What follows belongs to an exercise in optimizing a design on an open flow for small area and a short achievable clock period; a production flow would make more cautious choices.
Only simulation tests tie the RTL to the original design; equivalence was not proved.
No activity file was given, so power comes from the tool's default toggle rates.

## fpadd_pipelined
module fpadd_pipelined (input clk,
                        input reset,
                        input [31:0] reg_A,
                        input [31:0] reg_B,
                        output [31:0] out);
Size in the first run: about 1400 cells after synthesis, roughly 9200 µm² of cells after synthesis.
Settings: LEC_CHECK=0, ABC_AREA=1, CAP_MARGIN=20, CORE_MARGIN=2, CORE_UTILIZATION=40, PLACE_DENSITY=0.5, SETUP_SLACK_MARGIN=3.0, SLEW_MARGIN=20, TNS_END_PERCENT=10; clock period 6.5 ns.
standard.sh (not shown) runs the stock make flow with config.mk's settings and CLKGATE_MAP_FILE= SYNTH_SCRIPT=/design/flow/synth_recipe.tcl, a recipe that flattens the netlist after the stock synthesis.
==> flow/flow/run.sh <==
#!/bin/bash
# Standard layout (standard.sh) with the smallest buffer on the ports and
# no CTS dummy loads.
bash standard.sh \
  "BUFFER_PORTS_ARGS=-buffer_cell sky130_fd_sc_hd__buf_1" \
  "CTS_ARGS=-sink_clustering_enable -repair_clock_nets -dont_use_dummy_load -buf_list {sky130_fd_sc_hd__clkbuf_4 sky130_fd_sc_hd__clkbuf_8}" \
  finish > standard.log 2>&1
Rerun with:
Settings changed: GPL_ROUTABILITY_DRIVEN set to 0, PLACE_DENSITY 0.5 to not set.
- The new run finished with timing, DRC and antenna clean
- final cell count is unchanged
- clock-buffer cell count stays the same
- clock skew is lower by 0.013 ns
- total power is lower by 1.2%
- first-iteration DRC count is higher by 1.5%
- non-clock buffer count is lower by 1
- design area is lower by 0.35%
- register-to-register slack gains 0.03 ns
- worst setup slack loses 0.024 ns


Another version of the RTL of fpadd_pipelined (not shown whole).
Size: about 1300 cells after synthesis, about 140 flip-flops, roughly 98 I/O pins.
==> flow/config.mk <==
export PLATFORM = sky130hd
export DESIGN_NAME = fpadd_pipelined
export DESIGN_NICKNAME = fpadd_pipelined
export VERILOG_FILES = /design/flow/design.v
export SDC_FILE = /design/flow/constraint.sdc
export NUM_CORES = 4
export LEC_CHECK = 0
export ABC_AREA = 1
export CAP_MARGIN = 20
export CORE_MARGIN = 2
export CORE_UTILIZATION = 40
export SETUP_SLACK_MARGIN = 3.0
export SLEW_MARGIN = 20
export TNS_END_PERCENT = 10
==> flow/constraint.sdc <==
create_clock -name core_clock -period 6.5 [get_ports {clk}]
set_input_delay 1.3000 -clock core_clock [delete_from_list [all_inputs] [get_ports {clk}]]
set_output_delay 1.3000 -clock core_clock [all_outputs]
set_load 0.01 [all_outputs]
==> flow/flow/run.sh <==
#!/bin/bash
# Standard layout (standard.sh) with the smallest buffer on the ports and
# no CTS dummy loads.
bash standard.sh \
  "BUFFER_PORTS_ARGS=-buffer_cell sky130_fd_sc_hd__buf_1" \
  "CTS_ARGS=-sink_clustering_enable -repair_clock_nets -dont_use_dummy_load -buf_list sky130_fd_sc_hd__clkbuf_4 -sink_clustering_size 6 -sink_clustering_max_diameter 25 -sink_clustering_levels 2" \
  finish > standard.log 2>&1
The first run completed with no timing, DRC or antenna violations.
Rerun with:
==> flow/flow/run.sh (replaced) <==
#!/bin/bash
# Standard layout (standard.sh) with the smallest buffer on the ports and
# no CTS dummy loads.
bash standard.sh \
  "BUFFER_PORTS_ARGS=-buffer_cell sky130_fd_sc_hd__buf_1" \
  "CTS_ARGS=-sink_clustering_enable -repair_clock_nets -dont_use_dummy_load -buf_list {sky130_fd_sc_hd__clkbuf_4 sky130_fd_sc_hd__clkbuf_8}" \
  finish > standard.log 2>&1
CAP_MARGIN = 10   (was 20)
SLEW_MARGIN = 10   (was 20)
Synthesized area does not change. Total power grows by a few percent. Routed wire length is about the same. Via count is about the same. First-iteration DRC count does not change.


Another version of the RTL of fpadd_pipelined (not shown whole).
Size in the first run: about 1300 cells after synthesis, ~98 I/O pins, roughly 9200 um2 of cells after synthesis.
clock: 6.5 ns
lec_check: 0
abc_area: 1
cap_margin: 20
core_margin: 2
core_utilization: 40
setup_slack_margin: 3.0
slew_margin: 20
==> flow/flow/run.sh <==
#!/bin/bash
# Standard layout (standard.sh) with the smallest buffer on the ports and
# no CTS dummy loads.
bash standard.sh \
  "BUFFER_PORTS_ARGS=-buffer_cell sky130_fd_sc_hd__buf_1" \
  "CTS_ARGS=-sink_clustering_enable -repair_clock_nets -dont_use_dummy_load -buf_list sky130_fd_sc_hd__clkbuf_4 -sink_clustering_size 8 -sink_clustering_max_diameter 30" \
  finish > standard.log 2>&1
Change:
==> flow/flow/run.sh (replaced) <==
#!/bin/bash
# Standard layout (standard.sh) with the smallest buffer on the ports and
# no CTS dummy loads.
bash standard.sh \
  "BUFFER_PORTS_ARGS=-buffer_cell sky130_fd_sc_hd__buf_1" \
  "CTS_ARGS=-sink_clustering_enable -repair_clock_nets -dont_use_dummy_load -buf_list sky130_fd_sc_hd__clkbuf_4 sky130_fd_sc_hd__clkbuf_8" \
  finish > standard.log 2>&1
Outcome: Now the flow never finished: it broke off in 4_1_cts. Synthesized area does not change. Synthesized cell count is unchanged.


== build 53 ==
fpadd_pipelined with an RTL version that a note above also has.
Size in the first run: about 1300 cells after synthesis, roughly 140 flip-flops, about 98 I/O pins, roughly 9200 um^2 of cells after synthesis.
export LEC_CHECK = 0
export ABC_AREA = 1
export CAP_MARGIN = 20
export CORE_MARGIN = 2
export CORE_UTILIZATION = 40
export SETUP_SLACK_MARGIN = 3.0
export SLEW_MARGIN = 20
export TNS_END_PERCENT = 10
create_clock -name core_clock -period 6.5 [get_ports {clk}]
==> flow/flow/run.sh <==
#!/bin/bash
# Standard layout (standard.sh) with the smallest buffer on the ports and
# no CTS dummy loads.
bash standard.sh \
  "BUFFER_PORTS_ARGS=-buffer_cell sky130_fd_sc_hd__buf_1" \
  "CTS_ARGS=-sink_clustering_enable -repair_clock_nets -dont_use_dummy_load -buf_list sky130_fd_sc_hd__clkbuf_4 -root_buf sky130_fd_sc_hd__clkbuf_8 -sink_clustering_max_diameter 20" \
  finish > standard.log 2>&1
[inputs] build 64 vs build 53
==> flow/flow/run.sh <==
#!/bin/bash
# Standard layout (standard.sh) with the smallest buffer on the ports and
# no CTS dummy loads.
bash standard.sh \
  "BUFFER_PORTS_ARGS=-buffer_cell sky130_fd_sc_hd__buf_1" \
  "CTS_ARGS=-sink_clustering_enable -repair_clock_nets -dont_use_dummy_load -buf_list {sky130_fd_sc_hd__clkbuf_4 sky130_fd_sc_hd__clkbuf_8}" REMOVE_ABC_BUFFERS=1 \
  finish > standard.log 2>&1
==> notes.md <==
The highest-delay cell along the critical path comes out sky130_fd_sc_hd__buf_4 in one run and sky130_fd_sc_hd__fa_1 in the other, namely in build 53 and build 64 respectively. Re via count of the first global-routing pass: build 53 was higher than build 64. Per the comparison of build 64 with build 53, power of the combinational group now sits at about the same level; detailed route wirelength on metal2 lost about 5%; final cell count without fillers went up 0.41%; period utilization now smaller.
#### Input delta (build 19 over build 64)
==> flow/flow/run.sh <==
#!/bin/bash
# Standard layout (standard.sh) with the smallest buffer on the ports and
# no CTS dummy loads.
bash standard.sh \
  "BUFFER_PORTS_ARGS=-buffer_cell sky130_fd_sc_hd__buf_1" \
  "CTS_ARGS=-sink_clustering_enable -repair_clock_nets -dont_use_dummy_load -buf_list sky130_fd_sc_hd__clkbuf_4 -root_buf sky130_fd_sc_hd__clkbuf_8 -sink_buffer_max_cap_derate 0.4" \
  finish > standard.log 2>&1
Results
- Result for build 19 and build 64: all clean
- Build 19: maximum frequency about 0.6% below build 64
- Build 19 — fraction of layout instances using a drive strength above 1 0.32 points lower, build 64 as reference
- Power shrinks by a few percent when moving from build 64 to build 19.
- The higher non-clock buffer count of build 19 and build 64 is in build 64.
- Build 19 gives more wire length than build 64 did.
- Wire length of the first global-routing pass, build 19 and build 64: larger value in build 19
Changes in build 79 relative to build 19:
==> flow/flow/run.sh <==
#!/bin/bash
# Standard layout (standard.sh) with the smallest buffer on the ports and
# no CTS dummy loads.
bash standard.sh \
  "BUFFER_PORTS_ARGS=-buffer_cell sky130_fd_sc_hd__buf_1" \
  "CTS_ARGS=-sink_clustering_enable -repair_clock_nets -dont_use_dummy_load -buf_list {sky130_fd_sc_hd__clkbuf_4 sky130_fd_sc_hd__clkbuf_8}" \
  finish > standard.log 2>&1
Results
[compare] base=build 19 new=build 79: area growth from synthesis to final layout climbed 1.2 points; register clock-pin slew on the reported worst setup and hold paths has decreased; met1 track demand over resource decreased 0.19 points; cell count was more or less identical.
Delta (build 79 minus build 19): post-route fraction of the period consumed by the critical path essentially unchanged, cell-internal power now larger.
The inputs of build 17 differ from those of build 79 as listed below.
Settings: a change of ABC_AREA from 1 to 0.
Notes after the runs:
Comparing build 79 and build 17, portion of total power attributed to the clock network is higher on build 79.
Build 17 has completed all stages; timing, DRC and antenna checks passed.
Build 79 completed end to end with timing, DRC and antenna clean.
Changes observed in build 17 relative to build 79: total routing usage reported by global routing now smaller, wire length of the first global-routing pass now smaller.

## re-timing with driven ports
No port has a modelled driver above. Below, the same layouts with a new extraction and two added sets of constraints.
Step 1 assumes that a clkbuf_16 drives the clock port and a buf_2 every other input.
Step 2 moves the port delays by t, midway between the first and last clock arrival at a register: inputs arrive t later, outputs are due t later. That takes back most of the time a late clock gives input paths.
a / b / c = ideal / step 1 / step 2; a / b = the first two.
run | t (ns) | slack for setup (ns) | worst slew at a driven data input, ns | cell pins on the clock port's net
the first run of note 1 | 0.480 | 3.224 / 3.236 / 2.766 | 0.03 | 1
the second run of note 1 | 0.474 | 3.201 / 3.216 / 2.742 | 0.05 | 1
the first run of note 2 | 0.571 | 3.235 / 3.240 / 2.669 | 0.05 | 1
the second run of note 2 | 0.467 | 3.174 / 3.184 / 2.718 | 0.05 | 1
the first run of note 3 | 0.555 | 3.144 / 3.160 / 2.605 | 0.04 | 1
build 53 | 0.448 | 3.170 / 3.179 / 2.732 | 0.05 | 1
build 64 | 0.473 | 3.189 / 3.206 / 2.733 | 0.04 | 1
build 19 | 0.448 | 3.170 / 3.179 / 2.732 | 0.05 | 1
build 79 | 0.467 | 3.174 / 3.184 / 2.718 | 0.05 | 1
build 17 | 0.474 | 2.949 / 2.927 / 2.454 | 0.06 | 1
After both steps every run listed still meets setup and hold. For the first run of note 2, which loses most, drivers alone change the setup slack by +0.005 ns; drivers and shift together by -0.566 ns.
